This design comes from an exercise in tuning for small area, a short achievable clock period and few clock cycles on the open sky130 flow, not from production work.
Only simulation tests tie the RTL to the original design; equivalence was not proved.
Power and IR drop assume default switching activity.

==> flow/design.v, too long to show whole: its modules and the start of the top module <==
// module sdiv_op: 136 lines
// module sdiv_sub: 245 lines
// module sdiv_sub5: 41 lines
// module sdiv_pg0c: 4 lines
// module sdiv_pg0: 4 lines
// module sdiv_xnor: 3 lines
// module sdiv_oai_en: 3 lines
// module sdiv_oai: 4 lines
// module sdiv_aoi: 4 lines
// module sdiv_inv2: 4 lines
// module sdiv_abs: 173 lines
// module sdiv_nor2: 3 lines
// module sdiv_nand2: 3 lines
// module sdiv_inv1: 3 lines
// module sdiv_msb: 99 lines
// module sdiv_pmt: 3 lines
// module sdiv_pmi: 3 lines
// module sdiv_dnext: 18 lines
module sdiv_op #(parameter INPUTS = 2,
		parameter OUTPUTS = 1,
		parameter DATA_IN_SIZE = 32,
		parameter DATA_OUT_SIZE = 32)
		(
		input clk,
		input rst,
		input [INPUTS * (DATA_IN_SIZE)- 1 : 0]data_in_bus,
		input [INPUTS - 1 : 0]valid_in_bus,
		output [INPUTS - 1 : 0] ready_in_bus,
		output [OUTPUTS * (DATA_OUT_SIZE) - 1 : 0]data_out_bus,
		output [OUTPUTS - 1 : 0]valid_out_bus,
		input [OUTPUTS - 1 : 0] ready_out_bus
);
  // ...
==> flow/flow/run.sh <==
#!/bin/bash
# The standard layout, with small plain buffers on the ports instead of the
# delay cells buffer_ports picks by default. Every port still gets a buffer.
set -euo pipefail
export BUFFER_PORTS_ARGS="-buffer_cell sky130_fd_sc_hd__buf_1"
bash standard.sh > standard.log 2>&1
==> flow/standard.sh <==
#!/bin/bash
# synth_recipe.tcl (not shown) runs the flow's synth.tcl, then flattens the netlist and writes it again
# the make line also repeats each setting of config.mk as NAME=value (left out here)
make -C /OpenROAD-flow-scripts/flow DESIGN_CONFIG=/design/flow/config.mk WORK_HOME=/design/flow/orfs CLKGATE_MAP_FILE= SYNTH_SCRIPT=/design/flow/synth_recipe.tcl "${@:-finish}"
==> flow/config.mk <==
export PLATFORM = sky130hd
export DESIGN_NAME = sdiv_op
export DESIGN_NICKNAME = sdiv_op
export VERILOG_FILES = /design/flow/design.v
export SDC_FILE = /design/flow/constraint.sdc
export NUM_CORES = 4
export LEC_CHECK = 0
export CAP_MARGIN = 20
export CORE_MARGIN = 2
export CORE_UTILIZATION = 45
export CTS_BUF_LIST = sky130_fd_sc_hd__clkbuf_4 sky130_fd_sc_hd__clkbuf_8
export PLACE_DENSITY = 0.6
export SETUP_SLACK_MARGIN = 2.7
export SLEW_MARGIN = 20
export SYNTH_HIERARCHICAL = 1
==> flow/constraint.sdc <==
create_clock -name core_clock -period 5.0 [get_ports {clk}]
set_input_delay 1.0000 -clock core_clock [delete_from_list [all_inputs] [get_ports {clk}]]
set_output_delay 1.0000 -clock core_clock [all_outputs]
set_load 0.01 [all_outputs]
==> flow_summary.ini, run 1 <==
[power]
seqPwrFrac = 0.250
swShare = 0.469
powerClk_uw = 1100
max-vdd-ir-drop_v = 0.000234

[clock_network]
cts_hold_buf = 0
cts.path.max_buffers = 2
ctsResizeCount = 63
root_buffer = clkbuf_8
path_clk_slew_ns = 0.08
cts_tree = yes

[critical_path]
r2r_end = r[8]$_DFFE_PP_
crit_path_top_delay_cell = dfxtp_2
crit_family = simple AND/OR/NAND/NOR gates
cp-endpoint = r[8]$_DFFE_PP_
cp_data_arrival_time_ns = 2.49

[floorplan]
io_pins = 104
fp.dieH_um = 169
dieArea_mm2 = 0.0287

[yosys]
synth_area_mm2 = 0.0123
synthCells = 1459

[route]
wl_met3_mm = 2.45
met1_length_mm = 17.3
drt-wirelength-per-cell_um = 19.0
dr.pass1.iters = 7
met2_length_mm = 16.1

[grt]
use_met2 = 0.388
grt.total_usage = 0.253
grt_pass1_wl_mm = 56.6
grt_antenna_before_repair = 1
gr-total-overflow = 0

[timing]
setup_ws_ns = 2.73
finalHoldViolations = 0
drv_slew = 0
fmax_mhz = 441
holdWs_ns = 0.516
worst_pin_slew_ns = 1.01

[final_layout]
clkbuf_count = 17
nNonClkInverters = 81
layout_common_cells = nor2_1 (203), nand2_1 (166), buf_1 (101)

[placement]
dpl_worst_slack_ns = 2.21
dpl_cell_area_mm2 = 0.0129
dpl.hpwl_mm = 27.1

[run_status]
status = no timing/DRC/antenna violations

[run]
cap_violations = 0
Testbench counts, summed over its fixed seeds: cycles 16,327.
==> run 2, diff against run 1 <==
--- a/flow/config.mk
+++ b/flow/config.mk
@@ -7,9 +7,9 @@
 export LEC_CHECK = 0
 export CAP_MARGIN = 20
 export CORE_MARGIN = 2
-export CORE_UTILIZATION = 45
+export CORE_UTILIZATION = 55
 export CTS_BUF_LIST = sky130_fd_sc_hd__clkbuf_4 sky130_fd_sc_hd__clkbuf_8
-export PLACE_DENSITY = 0.6
+export PLACE_DENSITY = 0.65
 export SETUP_SLACK_MARGIN = 2.7
 export SLEW_MARGIN = 20
 export SYNTH_HIERARCHICAL = 1
==> flow_summary.ini, run 2 <==
[clock_network]
cts.sinks = 120
htree_levels = 4
cts_hold_buf = 0
cts_buffers = 17
root_buffer = clkbuf_8
insertion_delay_ns = 0.47
path_clk_slew_ns = 0.09
cts_tree = yes
cts.path.max_buffers = 2

[floorplan]
fp.dieW_um = 154
core_area_mm2 = 0.0219
dieArea_mm2 = 0.0236
num_rows = 54
io_pins = 104
start_util = 0.562
fp.dieH_um = 154

[route]
route.detailed.drc = 0
vias_per_cell = 5.86
vias = 10800
dr.pass1.iters = 5
drt-wirelength-per-cell_um = 19.4
routed_wl_mm = 35.8
drtIter0Drc = 1080
antenna_left = 0

[final_layout]
fin_nets = 1622
ff_latch_area_mm2 = 0.00325
diodes = 0
fill_cells = 2012
area_growth_syn_to_layout_pct = 11.7
mostFrequentLayoutCell = nor2_1
drive_above_1_share = 0.312
multiInputGateArea_mm2 = 0.00873
post-route-util = 0.628
layout_common_cells = nor2_1 (203), nand2_1 (164), buf_1 (101)
stdcell_area_mm2 = 0.0137
reg_top3 = d: 32 flops, q: 32 flops, r: 32 flops

[timing]
max_slew_margin = 0.329
finalHoldViolations = 0
grt_setup_unrepaired = no
worst_pin_slew_ns = 1.01
fin_crit_ns = 2.25
finalCritPeriodShare = 0.450
holdWs_ns = 0.492
setup_tns_ns = 0
finClkSkew_ns = 0.0145
fmax_mhz = 444
final-setup-viol-count = 0
drv_slew = 0

[critical_path]
crit_path_top_delay_cell = edfxtp_1
crit_family = compound AO/OA/AOI/OAI gates
worstPathCellList = nor2b_2 > o21ai_2 > a21oi_2 > o21ai_2 > a21oi_2 > o21ai_1 > and2_4 > nand2b_4
path_class = flip-flop to flip-flop
required_ns = 5.18
worstSetupStartpointType = flip-flop
cpPeakStageDelay_ns = 0.51
timing.critical_path.buf_inv = 0
critPathMaxFanout = 8
cp-end-kind = flip-flop
cp_data_arrival_time_ns = 2.44

[grt]
grt.total_usage = 0.297
grt_pass1_vias = 10100
grt_use_met3 = 0.0592
grt_antenna_before_repair = 0
grt_pass1_wl_mm = 55.4
grt.busiest_layer = met2
grt_max_degree = 55
gr-total-overflow = 0
met1_usage = 0.424
use_met2 = 0.457

[placement]
gp_congestion = 0.939
dpl_cell_area_mm2 = 0.0128
dpl.hpwl_mm = 26.1
portBuffers = 103

[min_path]
hold_class = primary input to asynchronous set/reset pin

[power]
power_density_mw_per_mm2 = 589
p_leak_uw = 0.00514
max-vdd-ir-drop_v = 0.000276

[run_status]
status = no timing/DRC/antenna violations

[yosys]
synthCells = 1459
syn_avg_cell_area_um2 = 8.43
synth_area_mm2 = 0.0123
yosys_warnings = 7

[run]
cap_violations = 0
-- run 2: area by class of cell --
cell class / instances / share of cell area
Clock buffer: 17 / 0.0170
Clock inverter: 15 / 0.0150
Inverter: 80 / 0.0224
Multi-Input combinational cell: 1193 / 0.635
Sequential cell: 120 / 0.237
Tap cell: 280 / 0.0255
Timing Repair Buffer: 136 / 0.0474
Timing Repair inverter: 2 / 0.000729
-- run 2: routing by layer --
layer,up-vias,share of wire
li1,5230,-
met1,5063,0.46
met2,436,0.44
met3,63,0.071
met4,2,0.024
met5,-,0.0014
-- run 2: final timing paths --
path	start	endpoint	slack [ns]	cells past startpoint
setup / recovery	r[5]$_DFFE_PP_	r[30]$_DFFE_PP_	2.75	8
hold / removal	rst	zq$_DFF_PP0_	0.49	2
max in group asynchronous	rst	rin[1]$_DFF_PP1_	4.17	2
min in group core_clock	q[26]$_SDFFCE_PP0P_	q[27]$_SDFFCE_PP0P_	0.55	1
setup reg to reg	r[5]$_DFFE_PP_	r[30]$_DFFE_PP_	2.75	8
hold reg to reg	q[26]$_SDFFCE_PP0P_	q[27]$_SDFFCE_PP0P_	0.55	1
-- run 2: power by group --
part	leakage (uW)	internal (uW)	total [uW]	switching, uW
Sequential	0.00104	1390	2060	675
Clock	0.000220	515	1020	506
Combinational	0.00388	2260	5000	2750
Total	0.00514	4160	8090	3930
-- run 2: timing repair --
action | CTS | global route
endpoints found under the setup margin | 84 | 62
setup buffers | 3 | 18
pin swaps | 1 | 11
resized for setup | 41 | 63
cloned | 2 | 3
-- run 2: through the flow --
| step | total power [uW] | cells | setup slack, ns |
|---|---|---|---|
| after floorplan | 5600 | 1462 | 2.51 |
| after global placement | 6670 | 1785 | 2.33 |
| after detailed placement | 6720 | 1785 | 2.33 |
| after CTS | 7840 | 1822 | 2.62 |
| after global routing | 8580 | 1843 | 2.66 |
| final | 8090 | 1843 | 2.75 |
-- run 2: worst register-to-register path: stages, from the launching register on --
cell      delay (ns)
edfxtp_1        0.51
nor2b_2         0.24
o21ai_2         0.10
a21oi_2         0.24
o21ai_2         0.11
a21oi_2         0.25
o21ai_1         0.11
and2_4          0.19
nand2b_4        0.22

-- static timing again, ports no longer ideal --
How much do the figures lean on ideal ports? The routed layouts below were timed once more, with nothing changed but the port constraints.
Step 1, drivers: a clkbuf_16 drives clk and a buf_2 each remaining input, both assumed.
Step 2 also shifts input and output timing later by t, the mid clock arrival at the registers, as if the neighbouring blocks saw the same clock.
a / b / c = ideal / step 1 / step 2; a / b = the first two.
run	shift t [ns]	setup WS [ns]	worst setup path at the end	worst register clock-pin slew, ns	pins driven straight from the clock port
run 1	0.484	2.731 / 2.731 / 2.329	input to register	0.08 / 0.08	1
run 2	0.508	2.748 / 2.748 / 2.325	input to register	0.09 / 0.09	1
After both steps every run listed still meets setup and hold. For run 2, which loses most, drivers alone change the setup slack by 0.000 ns; drivers and shift together by -0.423 ns.
